What follows belongs to an exercise in optimizing a design on an open flow for small area, a short achievable clock period and few clock cycles; a production flow would make more cautious choices. At most, simulation tests tie the RTL to the original design; equivalence was not proved.

== old ==
==> flow/design.v (excerpt) <==
module  SOBEL(clk,reset,busy,ready,iaddr,idata,cdata_rd,cdata_wr,caddr_rd,caddr_wr,cwr,crd,csel	);
input				clk;
input				reset;
output	reg 		busy;
input				ready;
output 	reg [16:0]		iaddr;
input  	[7:0]		idata;
input	[7:0]		cdata_rd;
output	reg [7:0]		cdata_wr;
output 	[15:0]		caddr_rd;
output 	reg [15:0]	caddr_wr;
output	reg         cwr;
output              crd;
output 	reg [1:0]	csel;
assign caddr_rd = 16'd0;
assign crd = 1'b0;
wire rtop = csel == 2'd2;
wire rbot = csel == 2'd1;
wire top  = csel == 2'd3;
wire mid  = csel == 2'd1;
wire bot  = csel == 2'd2;
reg vnext;       
reg init;        
wire rowend = caddr_wr[7:0] == 8'd254;    
wire done   = top & cwr & (&caddr_wr);
reg [7:0]  idr;   
reg [9:0]  N;     
reg [9:0]  S1;    
reg [9:0]  S2;    
reg [8:0]  K;     
reg [8:0]  D1;    
reg [10:0] G2;    
reg [7:0]  ybuf;
wire [9:0]  pix = mid ? {1'b0, idr, 1'b0} : {2'b0, idr};
wire [8:0]  d0  = ~K;                                    
wire [9:0]  nsum = (top ? 10'd0 : N) + pix;
wire [8:0]  ksum = K + {1'b0, idr};
wire [10:0] gx   = {1'b0, S2} - {1'b0, N};               
wire [10:0] gy   = G2 + {{2{d0[8]}}, d0};
wire [10:0] g2n  = {{2{D1[8]}}, D1} + {d0[8], d0, 1'b0};
wire [8:0]  csum = {1'b0, cdata_wr} + {1'b0, ybuf} + 9'd1;
wire [7:0] xc = gx[10] ? 8'd0 : (|gx[9:8]) ? 8'hff : gx[7:0];
wire [7:0] yc = gy[10] ? 8'd0 : (|gy[9:8]) ? 8'hff : gy[7:0];
always @(posedge clk) begin
    idr <= idata;
    N <= nsum;
    if (top) begin
        S1 <= N;
        S2 <= S1;
        D1 <= d0;
        G2 <= g2n;
        K  <= ~{1'b0, idr};
    end else if (bot) begin
        K  <= ksum;
    end
    cdata_wr <= top ? xc : ybuf;
    ybuf     <= top ? yc : csum[8:1];
end
always @(posedge clk or posedge reset) begin
    if (reset) begin
        busy     <= 1'b0;
        csel     <= 2'd2;
        iaddr    <= 17'd0;
        caddr_wr <= 16'd0;
        cwr      <= 1'b0;
        vnext    <= 1'b0;
        init     <= 1'b1;
    end else if (busy) begin
        csel  <= done ? 2'd0 : {~csel[1] | ~csel[0], csel[1]};
        iaddr <= rbot ? iaddr + 17'h1FDFD + {16'd0, rowend} : iaddr + 17'd258;
        if (top) begin
            cwr      <= vnext & ~done;
  ...
==> flow/config.mk <==
export PLATFORM = sky130hd
export DESIGN_NAME = SOBEL
export DESIGN_NICKNAME = SOBEL
export VERILOG_FILES = /design/flow/design.v
export SDC_FILE = /design/flow/constraint.sdc
export NUM_CORES = 4
export LEC_CHECK = 0
export CAP_MARGIN = 20
export CORE_MARGIN = 2
export CORE_UTILIZATION = 40
export SETUP_SLACK_MARGIN = 2.8
export SLEW_MARGIN = 20
==> flow/constraint.sdc <==
create_clock -name core_clock -period 5.0 [get_ports {clk}]
set_input_delay 1.0000 -clock core_clock [delete_from_list [all_inputs] [get_ports {clk}]]
set_output_delay 1.0000 -clock core_clock [all_outputs]
set_load 0.01 [all_outputs]
run.sh (not shown) runs the stock make flow with config.mk's settings and CLKGATE_MAP_FILE= SYNTH_SCRIPT=/design/flow/synth_recipe.tcl, a recipe that flattens the netlist after the stock synthesis.
Every stage of the flow completed for old, and the final layout passed the timing, DRC and antenna checks.
[inputs] new vs old
Settings: swapping 2.8 for 2.2 in SETUP_SLACK_MARGIN; putting CTS_BUF_LIST at sky130_fd_sc_hd__clkbuf_4 where nothing was set.
Notes after the runs:
Compared new vs old, and slack of the worst reg-to-reg path is down in new.
Worst setup slack: new and old compared, higher one is old
As of new, wire length had fallen by more than 10% compared to old.
Diff old -> new: final area moved down, instance count along the most critical hold path comparable, amount of wire on met2 after detailed routing went down by 12%, storage element area fell 0.63%.
No run of this note included a check of the RTL's function; only the layout flow was run.

========
Setup of the baseline:
SOBEL, a different RTL version from the one above (not shown whole).
For scale: ~730 cells after synthesis, roughly 130 flip-flops, ~81 I/O pins, roughly 0.0073 mm^2 of cells after synthesis.
==> flow/config.mk <==
export PLATFORM = sky130hd
export DESIGN_NAME = SOBEL
export DESIGN_NICKNAME = SOBEL
export VERILOG_FILES = /design/flow/design.v
export SDC_FILE = /design/flow/constraint.sdc
export NUM_CORES = 4
export LEC_CHECK = 0
export CAP_MARGIN = 20
export CORE_MARGIN = 2
export CORE_UTILIZATION = 40
export CTS_BUF_LIST = sky130_fd_sc_hd__clkbuf_8
export CTS_CLUSTER_SIZE = 30
export PLACE_DENSITY = 0.75
export SETUP_SLACK_MARGIN = 2.4
export SLEW_MARGIN = 20
==> flow/constraint.sdc <==
create_clock -name core_clock -period 5.0 [get_ports {clk}]
set_input_delay 1.0000 -clock core_clock [delete_from_list [all_inputs] [get_ports {clk}]]
set_output_delay 1.0000 -clock core_clock [all_outputs]
set_load 0.01 [all_outputs]
standard.sh (not shown) runs the stock make flow with config.mk's settings and CLKGATE_MAP_FILE= SYNTH_SCRIPT=/design/flow/synth_recipe.tcl, a recipe that flattens the netlist after the stock synthesis.
==> flow/flow/run.sh <==
#!/bin/bash
# The standard layout, with plain buffers (instead of delay cells) on the
# input and output ports. Each tool's output goes to its own log here.
set -euo pipefail
export BUFFER_PORTS_ARGS="-buffer_cell sky130_fd_sc_hd__buf_2"
bash standard.sh > standard.log 2>&1
The inputs of the candidate differ from those of the baseline as listed below.
- a change of PLACE_DENSITY from 0.75 to 0.85
==> notes.md <==
The candidate vs the baseline, fraction of area in clock buffers and inverters went down by 0.40 points.
First-pass GRT wire length grows slightly when moving from the baseline to the candidate.
Between the baseline and the candidate, the difference in sequential standard cell area is negligible.
Of the candidate and the baseline, it is the candidate that has the lower utilization after layout.
Comparing the baseline and the candidate, the higher fraction of met2 tracks used by global routing was measured on the candidate.
No functional check of the RTL was part of any run of this note.

========
SOBEL, a different RTL version from the one above (not shown whole).
Size in the first run: ~130 flip-flops, about 81 I/O pins, about 0.0073 sq mm of cells after synthesis.
## SOBEL
module  SOBEL(clk,reset,busy,ready,iaddr,idata,cdata_rd,cdata_wr,caddr_rd,caddr_wr,cwr,crd,csel	);
Settings: LEC_CHECK=0, CAP_MARGIN=20, CORE_MARGIN=2, CORE_UTILIZATION=40, CTS_BUF_LIST=sky130_fd_sc_hd__clkbuf_8, CTS_CLUSTER_SIZE=30, PLACE_DENSITY=0.75, SETUP_SLACK_MARGIN=2.2, SLEW_MARGIN=20; clock period 5.0 ns.
Scripts as last shown in full above: flow/flow/run.sh
The baseline finished with timing, DRC and antenna clean.
Testbench counts at the start, summed over its fixed seeds: cycles 789,544.
Edit:
==> flow/flow/run.sh (replaced) <==
#!/bin/bash
# The standard layout, with plain buffers (instead of delay cells) on the
# input and output ports and larger clock-tree clusters. Each tool's output
# goes to its own log here.
set -euo pipefail
export BUFFER_PORTS_ARGS="-buffer_cell sky130_fd_sc_hd__buf_2"
export CTS_ARGS="-sink_clustering_enable -repair_clock_nets -sink_clustering_size 30 -sink_clustering_max_diameter 300 -buf_list sky130_fd_sc_hd__clkbuf_8"
bash standard.sh > standard.log 2>&1
PLACE_DENSITY = default   (was 0.75)
SETUP_SLACK_MARGIN = 2.4   (was 2.2)
Effect: Non-clock buffer count rises by 4; maximum frequency rises by 7.1%; design area stays flat; global-route usage barely changes.
Edit:
==> flow/flow/run.sh (replaced) <==
#!/bin/bash
# The standard layout, with plain buffers (instead of delay cells) on the
# input and output ports. Each tool's output goes to its own log here.
set -euo pipefail
export BUFFER_PORTS_ARGS="-buffer_cell sky130_fd_sc_hd__buf_2"
bash standard.sh > standard.log 2>&1
SETUP_SLACK_MARGIN = 2.6   (was 2.4)
Effect: Design area rises by a few percent; fmax is higher slightly; final cell count is higher slightly; synthesized area stays the same; setup slack gets better by 0.046 ns; critical path depth shrinks by 3.
Edit:
CORE_UTILIZATION = 55   (was 40)
SETUP_SLACK_MARGIN = 2.4   (was 2.6)
Via count rose by 3.2%.
Sequential cell count does not change.
Fmax fell by 3.1%.
Edit:
==> flow/flow/run.sh (replaced) <==
#!/bin/bash
# The standard layout, with plain buffers (instead of delay cells) on the
# input and output ports, and full/half adder cells left out so that abc
# maps the adders itself. Each tool's output goes to its own log here.
set -euo pipefail
cp config.mk own_config.mk
echo 'export DONT_USE_CELLS = sky130_fd_sc_hd__fa_1 sky130_fd_sc_hd__fa_2 sky130_fd_sc_hd__fa_4 sky130_fd_sc_hd__ha_1 sky130_fd_sc_hd__ha_2 sky130_fd_sc_hd__ha_4 sky130_fd_sc_hd__fah_1 sky130_fd_sc_hd__fahcin_1 sky130_fd_sc_hd__fahcon_1' >> own_config.mk
echo 'export BUFFER_PORTS_ARGS = -buffer_cell sky130_fd_sc_hd__buf_2' >> own_config.mk
sed "s#DESIGN_CONFIG=[^ ]*config.mk#DESIGN_CONFIG=$PWD/own_config.mk#" standard.sh > own_standard.sh
bash own_standard.sh > standard.log 2>&1
CORE_UTILIZATION = 40   (was 55)
Effect: The changed run finished with timing, DRC and antenna clean. Worst hold slack stays flat. Core utilization falls by 13 points. Setup slack got worse by 0.58 ns. Die area rises by a quarter to a third. Global-route usage falls by 5.1 points. Wire length rises slightly.
Edit:
==> flow/flow/run.sh (replaced) <==
#!/bin/bash
# The standard layout, with plain buffers (instead of delay cells) on the
# input and output ports. Each tool's output goes to its own log here.
set -euo pipefail
export BUFFER_PORTS_ARGS="-buffer_cell sky130_fd_sc_hd__buf_1"
bash standard.sh > standard.log 2>&1
Result:
- The new run produced a clean layout
- area after synthesis grows by 4.4%
- synthesized cell count grows by 3.4%
- clock-buffer cell count shrinks by 6

========
Setup of run A:
The RTL this note starts from:
==> flow/design.v <==
`timescale 1ns/10ps
module  SOBEL(clk,reset,busy,ready,iaddr,idata,cdata_rd,cdata_wr,caddr_rd,caddr_wr,cwr,crd,csel	);
input				clk;
input				reset;
output	reg 		busy;
input				ready;
output 	reg [16:0]		iaddr;
input  	[7:0]		idata;
input	[7:0]		cdata_rd;
output	[7:0]		cdata_wr;
output 	[15:0]		caddr_rd;
output 	reg [15:0]	caddr_wr;
output	reg         cwr;
output              crd;
output 	reg [1:0]	csel;
assign caddr_rd = 16'd0;
assign crd = 1'b0;
wire rmid = csel == 2'd3;
wire rbot = csel == 2'd1;
wire top  = csel == 2'd3;
reg ptop;        
reg pbot;        
reg vnext;       
reg started;     
reg  rowend;     
wire done   = top & cwr & (&caddr_wr);
reg [8:0]  idr;   
reg [9:0]  N;     
reg [9:0]  S1;    
reg [9:0]  S2;    
reg [8:0]  K;     
reg [8:0]  D1;    
reg [10:0] G2;    
reg [10:0] cw;    
reg [10:0] ybuf;  
wire [8:0]  d0  = ~K;                                    
wire [9:0]  nsum = (ptop ? 10'd0 : N) + {1'b0, idr};
wire [8:0]  ksum = K + idr;
wire [10:0] gx   = {1'b0, S2} - {1'b0, N};               
wire [10:0] gy   = G2 + {{2{d0[8]}}, d0};
wire [10:0] g2n  = {{2{D1[8]}}, D1} + {d0[8], d0, 1'b0};
wire [7:0]  yc   = ybuf[10] ? 8'd0 : (|ybuf[9:8]) ? 8'hff : ybuf[7:0];
wire [9:0]  csum = {1'b0, cdata_wr, 1'b1} + {1'b0, yc, 1'b1};   
assign cdata_wr = cw[10] ? 8'd0 : (|cw[9:8]) ? 8'hff : cw[7:0];
always @(posedge clk) begin
    idr <= rmid ? {idata, 1'b0} : {1'b0, idata};
    N <= nsum;
    if (ptop) begin
        S1 <= N;
        S2 <= S1;
        D1 <= d0;
        G2 <= g2n;
        K  <= ~idr;
    end else if (pbot) begin
        K  <= ksum;
    end
    cw   <= ptop ? gx : {3'd0, yc};
    ybuf <= ptop ? gy : {3'd0, csum[9:2]};
end
always @(posedge clk or posedge reset) begin
    if (reset) begin
        busy     <= 1'b0;
        csel     <= 2'd0;
        ptop     <= 1'b0;
        pbot     <= 1'b0;
        iaddr    <= 17'd0;
        caddr_wr <= 16'd0;
        cwr      <= 1'b0;
        vnext    <= 1'b0;
        started  <= 1'b0;
        rowend   <= 1'b0;
    end else if (busy) begin
        csel  <= done ? 2'd0 : {~csel[1] | ~csel[0], csel[1]};
        ptop  <= csel == 2'd2;
        pbot  <= csel == 2'd1;
        iaddr <= rbot ? iaddr + 17'h1FDFD + {16'd0, rowend} : iaddr + 17'd258;
        if (top) begin
            cwr      <= vnext & ~done;
            vnext    <= ~rowend & started;
            started  <= started | iaddr[0];
            if (cwr) caddr_wr <= caddr_wr + 16'd1;
            rowend   <= caddr_wr[7:0] == (cwr ? 8'd253 : 8'd254);
            if (done) busy <= 1'b0;
        end
    end else if (ready & ~started) begin
        busy <= 1'b1;
        csel <= 2'd2;
    end
end
endmodule
clock: 5.0 ns
lec_check: 0
cap_margin: 0
core_margin: 2
core_utilization: 40
cts_buf_list: sky130_fd_sc_hd__clkbuf_8
cts_cluster_size: 30
place_density: 0.75
setup_slack_margin: 2.4
slew_margin: 0
==> flow/flow/run.sh <==
#!/bin/bash
# The standard layout, with plain buffers (instead of delay cells) on the
# input and output ports. Each tool's output goes to its own log here.
set -euo pipefail
export BUFFER_PORTS_ARGS="-buffer_cell sky130_fd_sc_hd__buf_2"
bash standard.sh > standard.log 2>&1
Testbench counts of run A, summed over its fixed seeds: cycles 789,544.
Setup changes, run A to run B
Settings: SLEW_MARGIN: 0 -> 20; SETUP_SLACK_MARGIN: 2.4 -> 2.6; CAP_MARGIN: 0 -> 20.
Results
Run B finished all stages; the layout is clean.
NOTE: area of all placed cells without fillers in run B exceeds that of run A
Going from run A to run B, the global-route usage was found to have gone up by 0.57 points.
Delta (run B minus run A): area used by sequential logic in the layout comparable, global-route wire length before repair went up by 2.8%.
--- input diff run B..run C ---
Settings: a change of SETUP_SLACK_MARGIN from 2.6 to 2.4; a deleted PLACE_DENSITY that had been 0.75.
--- a/flow/flow/run.sh
+++ b/flow/flow/run.sh
@@ -3 +3,2 @@
-# input and output ports. Each tool's output goes to its own log here.
+# input and output ports, and full/half adder cells left out so that abc
+# maps the adders itself. Each tool's output goes to its own log here.
@@ -5,0 +7 @@
+export DONT_USE_CELLS="sky130_fd_sc_hd__fa_1 sky130_fd_sc_hd__fa_2 sky130_fd_sc_hd__fa_4 sky130_fd_sc_hd__ha_1 sky130_fd_sc_hd__ha_2 sky130_fd_sc_hd__ha_4 sky130_fd_sc_hd__fah_1 sky130_fd_sc_hd__fahcin_1 sky130_fd_sc_hd__fahcon_1"
Findings:
On tightest slew margin relative to the limit: between run C and run B, it ends up higher for run B. Run C vs run B, global-route wire length before repair went down by about 1.3%. [compare] base=run B new=run C: die area ~0 delta; sequential portion of the cell area +0.91 points. In run C relative to run B, total routed wirelength had gone down by a few percent. On setup slack, the higher figure sits with run B, not run C.
### run C -> run D
Settings: PLACE_DENSITY now 0.65, previously not set.
==> flow/flow/run.sh <==
#!/bin/bash
# The standard layout, with plain buffers (instead of delay cells) on the
# input and output ports. Each tool's output goes to its own log here.
set -euo pipefail
export BUFFER_PORTS_ARGS="-buffer_cell sky130_fd_sc_hd__buf_2"
bash standard.sh > standard.log 2>&1
--- outcome ---
- Result for run D and run C: all clean
- Run D and run C ended up with nearly the same maximum single-stage delay on the critical path.
- Delta (run D minus run C): design area held steady, ratio of final minimum period to clock period grew by 0.53 points, buffering stage count on the worst path with inverters included shrank by 1.

separate check: timing with driven ports:
In the flow no input, the clock included, has a driving cell. The finished layouts below were timed again as built, in two steps. Step 1: set_driving_cell puts a clkbuf_16 on clk and a buf_2 on each other input, an assumption about the parent block. Step 2 also shifts input and output timing later by t, the mid clock arrival at the registers, as if the neighbouring blocks saw the same clock. Slacks: no drivers / after step 1 / after step 2; pairs: no drivers / after step 1.
run | t, ns | setup slack, ns | hold WS [ns]
old | 0.456 | 2.367 / 2.367 / 2.367 | 0.415 / 0.415 / 0.415
new | 0.560 | 2.252 / 2.252 / 2.252 | 0.425 / 0.425 / 0.425
the baseline | 0.470 | 2.510 / 2.506 / 2.510 | 0.423 / 0.423 / 0.423
the candidate | 0.478 | 2.438 / 2.438 / 2.438 | 0.422 / 0.422 / 0.422
the first run of note 3 | 0.475 | 2.357 / 2.323 / 2.367 | 0.420 / 0.420 / 0.420
the second run of note 3 | 0.483 | 2.532 / 2.502 / 2.532 | 0.424 / 0.424 / 0.424
the third run of note 3 | 0.467 | 2.578 / 2.543 / 2.611 | 0.416 / 0.416 / 0.416
the fourth run of note 3 | 0.480 | 2.501 / 2.462 / 2.516 | 0.423 / 0.423 / 0.423
the fifth run of note 3 | 0.472 | 1.922 / 1.922 / 1.922 | 0.420 / 0.420 / 0.420
the sixth run of note 3 | 0.469 | 2.452 / 2.452 / 2.452 | 0.420 / 0.420 / 0.420
run A | 0.466 | 2.552 / 2.518 / 2.571 | 0.416 / 0.416 / 0.416
run B | 0.477 | 2.584 / 2.545 / 2.599 | 0.422 / 0.422 / 0.422
run C | 0.483 | 2.532 / 2.502 / 2.532 | 0.424 / 0.424 / 0.424
run D | 0.479 | 2.505 / 2.485 / 2.505 | 0.423 / 0.423 / 0.423
After both steps setup and hold are still met in every run listed.
